Background: an optimization exercise with open tools, aiming at small area. Do not read the settings as production practice. Only simulation tests tie the RTL to the original design; equivalence was not proved. Power is estimated from default activity; no workload was simulated.

==> cedar: inputs <==
==> flow/design.v <==
module ienc (
    input  [31:0] i,
    output [14:0] e
);
    wire [7:0] op  = i[31:24];
    wire [2:0] r1  = i[10:8];
    wire [2:0] r2  = i[2:0];
    wire       hi0 = (op[7:5] == 3'b000);
    wire       br  = hi0 & ~op[4] & ((op[3:0] == 4'h7) | (op[3:0] == 4'hc));
    wire       g1  = hi0 & ((op[4:0] == 5'h00) | (op[4:0] == 5'h06) |
                            (op[4:0] == 5'h0e) | (op[4:0] == 5'h10));
    wire       jmp = hi0 & (op[4:0] == 5'h06);
    wire       swi = hi0 & (op[4:0] == 5'h10);
    wire       g0v = hi0 & ~op[4] & ~br & ~g1;
    wire [2:0] d   = r1 ^ r2;
    wire [1:0] xc;
    assign xc[1] = d[2] ? (r1[2] ? r2[1] : r1[1]) : r1[2];
    assign xc[0] = d[2] ? (r1[2] ? r2[0] : r1[0]) : d[1] ? (r1[1] ? r2[0] : r1[0]) : r1[1];
    wire [1:0] sub1 = {op[4] | op[3], op[4] | (op[1] & ~op[3])};
    wire [3:0] sop  = ~g0v ? 4'h0 : (op[3:0] == 4'h9 && i[7]) ? 4'hc : op[3:0];
    assign e[14]    = br;
    assign e[13]    = br ? op[3] : g1;
    assign e[12:11] = br ? xc : g1 ? sub1 : sop[3:2];
    assign e[10:8]  = swi ? r1 : i[18:16];
    assign e[7:3]   = (br | jmp) ? i[23:19] : g1 ? i[7:3] : {sop[1:0], r1};
    assign e[2:0]   = br ? d : r2;
endmodule
module cpu_system (
    input          clk,
    input          reset,           
    output [31:0]  pc,
    output         imem_read,
    output [5:0]   imem_addr,
    input  [127:0] imem_rdata,
    input          imem_busywait,
    output         dmem_read,
    output         dmem_write,
    output [5:0]   dmem_addr,
    output [31:0]  dmem_wdata,
    input  [31:0]  dmem_rdata,
    input          dmem_busywait
);
    reg  [31:2] pc_q;
    assign pc = {pc_q, 2'b00};
    reg        ic_rd;                  
    reg  [7:0] ic_valid;
    reg  [2:0] ic_tag  [0:7];
    reg [59:0] ic_data [0:7];
    wire [2:0] ic_idx = pc_q[6:4];
    wire       ic_hit = ic_valid[ic_idx] & (ic_tag[ic_idx] == pc_q[9:7]);
    wire       ic_busy = ~ic_hit;
    wire       ic_fill = ic_rd & ~imem_busywait;
    assign imem_read = ic_rd;
    assign imem_addr = pc_q[9:4];
    wire [59:0] ic_wline;
    ienc enc0 (imem_rdata[31:0],   ic_wline[14:0]);
    ienc enc1 (imem_rdata[63:32],  ic_wline[29:15]);
    ienc enc2 (imem_rdata[95:64],  ic_wline[44:30]);
    ienc enc3 (imem_rdata[127:96], ic_wline[59:45]);
    wire [31:0] ic_wsel = 32'd1 << pc_q[6:2];
    reg  [14:0] e;
    integer wi;
    always @(*) begin
        e = 15'd0;
        for (wi = 0; wi < 32; wi = wi + 1)
            e = e | (ic_data[wi / 4][15*(wi % 4) +: 15] & {15{ic_wsel[wi]}});
    end
    always @(posedge clk) begin
        if (reset)
            ic_rd <= 1'b0;
        else
            ic_rd <= ic_busy & ~ic_fill;
    end
    genvar gi;
    generate
        for (gi = 0; gi < 8; gi = gi + 1) begin : icl
            always @(posedge clk) begin
                if (reset)
                    ic_valid[gi] <= 1'b0;
                else if (ic_fill && ic_idx == gi)
                    ic_valid[gi] <= 1'b1;
            end
            always @(posedge clk) begin
                if (ic_fill && ic_idx == gi) begin
                    ic_tag[gi]  <= pc_q[9:7];
                    ic_data[gi] <= ic_wline;
                end
            end
        end
    endgenerate
    wire       br   = e[14];
    wire       g1   = ~e[14] & e[13];
    wire       g0   = ~e[14] & ~e[13];
    wire [3:0] sop  = {e[12:11], e[7:6]};
    wire op_loadi = g1 & (e[12:11] == 2'd0);
    wire op_j     = g1 & (e[12:11] == 2'd1);
    wire op_lwi   = g1 & (e[12:11] == 2'd2);
    wire op_swi   = g1 & (e[12:11] == 2'd3);
    wire op_mov   = g0 & (sop == 4'h1);
    wire op_add   = g0 & (sop == 4'h2);
    wire op_sub   = g0 & (sop == 4'h3);
    wire op_and   = g0 & (sop == 4'h4);
    wire op_or    = g0 & (sop == 4'h5);
    wire op_mult  = g0 & (sop == 4'h8);
    wire op_srl   = g0 & (sop == 4'h9);
    wire op_sll   = g0 & (sop == 4'hc);
    wire op_sra   = g0 & (sop == 4'ha);
    wire op_ror   = g0 & (sop == 4'hb);
    wire op_lwd   = g0 & (sop == 4'hd);
    wire op_swd   = g0 & (sop == 4'hf);
    wire [2:0] pd   = e[2:0];
    wire [2:0] px   = pd[2] ? {1'b0, e[12:11]} : pd[1] ? {e[12], 1'b0, e[11]} : {e[12:11], 1'b0};
    wire [2:0] py   = px ^ pd;
    wire [2:0] rd   = e[10:8];
    wire [2:0] rs1  = br ? px : g1 ? e[10:8] : e[5:3];
    wire [2:0] rs2  = br ? py : e[2:0];
    wire [7:0] imm  = e[7:0];
    wire [7:0] off  = {e[7:3], e[10:8]};
    reg  [7:0] regs [0:7];
    wire [7:0] a = regs[rs1];
    wire [7:0] b = regs[rs2];
    wire [7:0] bb  = b ^ {8{op_sub}};
    wire [7:0] ag  = a & bb;
    wire [7:0] ap  = a ^ bb;
    wire [8:0] cy;
    assign cy[0] = op_sub;
    genvar gk;
    generate
        for (gk = 0; gk < 8; gk = gk + 1) begin : addc
            assign cy[gk+1] = ag[gk] | (ap[gk] & cy[gk]);
        end
    endgenerate
    wire [7:0] addsub = ap ^ cy[7:0];
    wire [7:0] prod;
    mul8 mul0 (a, b, prod);
    wire [2:0] sh    = e[2:0];
    wire       left  = e[11];                    
    wire [2:0] rsh   = left ? (3'd0 - sh) : sh;
    wire [7:0] ro1   = rsh[0] ? {a[0], a[7:1]} : a;
    wire [7:0] ro2   = rsh[1] ? {ro1[1:0], ro1[7:2]} : ro1;
    wire [7:0] ro3   = rsh[2] ? {ro2[3:0], ro2[7:4]} : ro2;
    wire [7:0] topm  = ~(8'hff >> sh);
    wire [7:0] botm  = ~(8'hff << sh);
    wire [7:0] vac   = op_ror ? 8'h00 : left ? botm : topm;
    wire       fill  = op_sra & a[7];
    wire [7:0] shres = (ro3 & ~vac) | ({8{fill}} & vac);
    wire is_sh  = op_srl | op_sll | op_sra | op_ror;
    wire is_mov = ~(op_loadi | op_add | op_sub | op_and | op_or | op_mult | is_sh);
    wire [7:0] alu = ({8{is_mov}} & b) | ({8{op_loadi}} & imm) | ({8{op_add | op_sub}} & addsub) |
                     ({8{op_and}} & ag) | ({8{op_or}} & (ap | ag)) | ({8{op_mult}} & prod) |
                     ({8{is_sh}} & shres);
    wire       is_load  = op_lwi | op_lwd;
    wire       is_store = op_swi | op_swd;
    wire [7:0] daddr    = g1 ? imm : b;
    wire       c_read   = is_load  & ic_hit;
    wire       c_write  = is_store & ic_hit;
    reg        dc_rd, dc_wr;               
    reg  [7:0] dc_valid, dc_dirty;
    reg  [2:0] dc_tag  [0:7];
    reg [31:0] dc_data [0:7];
    wire [2:0] d_idx   = daddr[4:2];
    wire [1:0] d_off   = daddr[1:0];
    wire       d_hit   = dc_valid[d_idx] & (dc_tag[d_idx] == daddr[7:5]);
    wire       d_dirty = dc_dirty[d_idx];
    wire       d_miss  = (c_read | c_write) & ~d_hit;
    wire       dc_busy = d_miss;
    wire       d_fill  = dc_rd & ~dmem_busywait;
    wire       d_whit  = c_write & d_hit;
    wire [31:0] d_line = dc_data[d_idx];
    wire [7:0]  d_byte = d_line[8*d_off +: 8];
    assign dmem_read  = dc_rd;
    assign dmem_write = dc_wr;
    assign dmem_addr  = {dc_wr ? dc_tag[d_idx] : daddr[7:5], d_idx};
    assign dmem_wdata = d_line;
    always @(posedge clk) begin
        if (reset) begin
            dc_rd <= 1'b0;
            dc_wr <= 1'b0;
        end else begin
            dc_rd <= d_miss & (dc_rd ? dmem_busywait : dc_wr ? ~dmem_busywait : ~d_dirty);
            dc_wr <= d_miss & (dc_wr ? dmem_busywait : ~dc_rd & d_dirty);
        end
    end
    wire [31:0] d_wdat = d_fill ? dmem_rdata : {4{a}};
    genvar gd, gb;
    generate
        for (gd = 0; gd < 8; gd = gd + 1) begin : dcl
            always @(posedge clk) begin
                if (reset) begin
                    dc_valid[gd] <= 1'b0;
                    dc_dirty[gd] <= 1'b0;
                end else if (d_idx == gd) begin
                    if (d_fill) begin
                        dc_valid[gd] <= 1'b1;
                        dc_dirty[gd] <= 1'b0;
                    end else if (d_whit) begin
                        dc_dirty[gd] <= 1'b1;
                    end
                end
            end
            always @(posedge clk) begin
                if (d_fill && d_idx == gd)
                    dc_tag[gd] <= daddr[7:5];
            end
            for (gb = 0; gb < 4; gb = gb + 1) begin : byt
                always @(posedge clk) begin
                    if (d_idx == gd && (d_fill || (d_whit && d_off == gb)))
                        dc_data[gd][8*gb +: 8] <= d_wdat[8*gb +: 8];
                end
            end
        end
    endgenerate
    wire busy = ic_busy | dc_busy;
    wire we   = (op_loadi | op_mov | op_add | op_sub | op_and | op_or | op_mult |
                 op_srl | op_sll | op_sra | op_ror | is_load) & ~busy;
    wire [7:0] wd = (is_load ? d_byte : alu) & {8{~reset}};
    genvar gr;
    generate
        for (gr = 0; gr < 8; gr = gr + 1) begin : rf
            always @(posedge clk) begin
                if (reset || (we && rd == gr))
                    regs[gr] <= wd;
            end
        end
    endgenerate
    wire taken = op_j | (br & (e[13] ^ (a == b)));
    wire [7:0]  toff = taken ? off : 8'h00;
    wire [8:0]  lo_sum = {1'b0, pc_q[9:2]} + {1'b0, toff} + 9'd1;
    wire        hi_inc = lo_sum[8] & ~toff[7];
    wire        hi_dec = ~lo_sum[8] & toff[7];
    wire [21:0] hi_x = pc_q[31:10] ^ {22{hi_dec}};
    wire [21:0] hi_p;
    assign hi_p[0] = hi_inc | hi_dec;
    genvar gp;
    generate
        for (gp = 1; gp < 22; gp = gp + 1) begin : pcp
            assign hi_p[gp] = hi_p[gp-1] & hi_x[gp-1];
        end
    endgenerate
    wire [29:0] pc_next = {pc_q[31:10] ^ hi_p, lo_sum[7:0]};
    always @(posedge clk) begin
        if (reset)
            pc_q <= 30'd0;
        else if (!busy)
            pc_q <= pc_next;
    end
endmodule
module mul8 (
    input  [7:0] x,
    input  [7:0] y,
    output [7:0] p
);
    wire [7:0] s [0:7];
    wire [7:0] c [0:7];
    genvar r, k;
    generate
        for (k = 0; k < 8; k = k + 1) begin : row0
            assign s[0][k] = x[k] & y[0];
        end
        for (r = 1; r < 8; r = r + 1) begin : rows
            for (k = 0; k < 8; k = k + 1) begin : col
                if (k < r) begin : pass
                    assign s[r][k] = s[r-1][k];
                end else begin : add
                    wire pp = x[k-r] & y[r];
                    wire cin = (k == r) ? 1'b0 : c[r][k-1];
                    assign s[r][k] = s[r-1][k] ^ pp ^ cin;
                    assign c[r][k] = (s[r-1][k] & pp) | (cin & (s[r-1][k] ^ pp));
                end
            end
        end
    endgenerate
    assign p = s[7];
endmodule
==> flow/flow/run.sh <==
#!/bin/bash
# Own layout flow: the standard flow, with
#  - synthesis: abc maps the logic with an area-oriented script (flow/area.abc);
#  - port buffers: the smallest buffer (buf_1) instead of the flow's default choice;
#  - clock tree: small clock buffers and no dummy loads.
set -euo pipefail
W=$(pwd)
export AREA_ABC_SCRIPT=$W/flow/area.abc
export FLOW_SYNTH_TCL=$W/synth_recipe.tcl
bash standard.sh SYNTH_SCRIPT=$W/flow/synth.tcl synth > $W/synth.log 2>&1
bash standard.sh \
  "BUFFER_PORTS_ARGS=-buffer_cell sky130_fd_sc_hd__buf_1" \
  "CTS_ARGS=-sink_clustering_enable -repair_clock_nets -dont_use_dummy_load -sink_clustering_size 18 -sink_clustering_max_diameter 55 -buf_list {sky130_fd_sc_hd__clkbuf_8}" \
  finish > $W/layout.log 2>&1
==> flow/flow/area.abc <==
strash
&get -n
&deepsyn -T 60
&dch -f
&nf -R 1000
&put
mfs3 -a
topo
==> flow/flow/synth.tcl <==
# The standard flow's synthesis (synth_recipe.tcl), with only the combinational mapping script of abc
# replaced by flow/area.abc. Registers, their names and cell types are untouched.
proc abc {args} {
  set i [lsearch $args -script]
  if { $i >= 0 } { lset args [expr {$i + 1}] $::env(AREA_ABC_SCRIPT) }
  yosys abc {*}$args
}
source $::env(FLOW_SYNTH_TCL)
==> flow/standard.sh <==
#!/bin/bash
# synth_recipe.tcl (not shown) runs the flow's synth.tcl, then flattens the netlist and writes it again
# the make line also repeats each setting of config.mk as NAME=value (left out here)
make -C /OpenROAD-flow-scripts/flow DESIGN_CONFIG=/design/flow/config.mk WORK_HOME=/design/flow/orfs CLKGATE_MAP_FILE= SYNTH_SCRIPT=/design/flow/synth_recipe.tcl "${@:-finish}"
==> flow/config.mk <==
export PLATFORM = sky130hd
export DESIGN_NAME = cpu_system
export DESIGN_NICKNAME = cpu_system
export VERILOG_FILES = /design/flow/design.v
export SDC_FILE = /design/flow/constraint.sdc
export NUM_CORES = 4
export LEC_CHECK = 0
export ABC_AREA = 1
export CAP_MARGIN = 10
export CORE_MARGIN = 2
export CORE_UTILIZATION = 60
export PLACE_DENSITY = 0.7
export SLEW_MARGIN = 10
==> flow/constraint.sdc <==
create_clock -name core_clock -period 18.0 [get_ports {clk}]
set_input_delay 3.6000 -clock core_clock [delete_from_list [all_inputs] [get_ports {clk}]]
set_output_delay 3.6000 -clock core_clock [all_outputs]
set_load 0.01 [all_outputs]
==> inputs of willow, as changes to cedar <==
--- a/flow/flow/run.sh
+++ b/flow/flow/run.sh
@@ -10,5 +10,5 @@
 bash standard.sh SYNTH_SCRIPT=$W/flow/synth.tcl synth > $W/synth.log 2>&1
 bash standard.sh \
   "BUFFER_PORTS_ARGS=-buffer_cell sky130_fd_sc_hd__buf_1" \
-  "CTS_ARGS=-sink_clustering_enable -repair_clock_nets -dont_use_dummy_load -sink_clustering_size 18 -sink_clustering_max_diameter 55 -buf_list {sky130_fd_sc_hd__clkbuf_8}" \
+  "CTS_ARGS=-sink_clustering_enable -repair_clock_nets -dont_use_dummy_load -sink_clustering_size 24 -sink_clustering_max_diameter 60 -buf_list {sky130_fd_sc_hd__clkbuf_8 sky130_fd_sc_hd__clkbuf_16}" \
   finish > $W/layout.log 2>&1
==> flow/flow/area.abc (replaced) <==
strash
&get -n
&deepsyn -T 60
&dch -f
&nf -R 1000
&put
topo
- CAP_MARGIN: 10 -> 0
- SLEW_MARGIN: 10 -> 0
==> run summary <==
status finished with violations; Die Area 0.0643 mm2; simple-gate portion of the synthesized area a little under a tenth; Leakage 13.1 nW; Hold Startpoint pc_q[31]$_SDFFE_PP0N_; Fail Reasons capacitance limit, slew limit; Root Buffer clkbuf_16; first-pass GRT wire length 165 mm; MaxCap Viol Count 1; Synth Instances 2,566; power consumption 4.34 mW; leading post-synthesis cells by instance count 848 x edfxtp_1, 256 x nor2_1, 195 x nand2_1, 153 x a22oi_1, 127 x a222oi_1; Total GRT Usage around 36%; max-slew violation count 1
[end of results for willow]
==> run summary <==
MaxCap Viol Count 0; leading post-synthesis cells by instance count 848 x edfxtp_1, 253 x nor2_1, 198 x nand2_1, 153 x a22oi_1, 127 x a222oi_1; max-slew violation count 0; simple-gate portion of the synthesized area between 8 and 9%; status no timing/DRC/antenna violations; Total GRT Usage 35.0%; Synth Instances between 2k and 3k; power consumption 4.14 mW; Die Area 0.0641 mm2
[end of results for cedar]

separate check: timing with driven ports:
No port has a modelled driver above. Below, the same layouts with a new extraction and two added sets of constraints.
Step 1 (the two cells are an assumption about what drives the block):
set clk [get_ports {clk}]
set_driving_cell -lib_cell sky130_fd_sc_hd__clkbuf_16 $clk
set_driving_cell -lib_cell sky130_fd_sc_hd__buf_2 [delete_from_list [all_inputs] $clk]
Step 2 also shifts input and output timing later by t, the mid clock arrival at the registers, as if the neighbouring blocks saw the same clock.
a / b / c = ideal ports / drivers / drivers and shift; a / b = the first two.
run	shift t [ns]	slack for setup (ns)	latest minus earliest clock arrival (ns)	pins driven straight from the clock port
cedar	0.716	2.262 / 2.262 / 2.262	0.103 / 0.103	1
willow	0.675	1.966 / 1.966 / 1.966	0.080 / 0.081	1
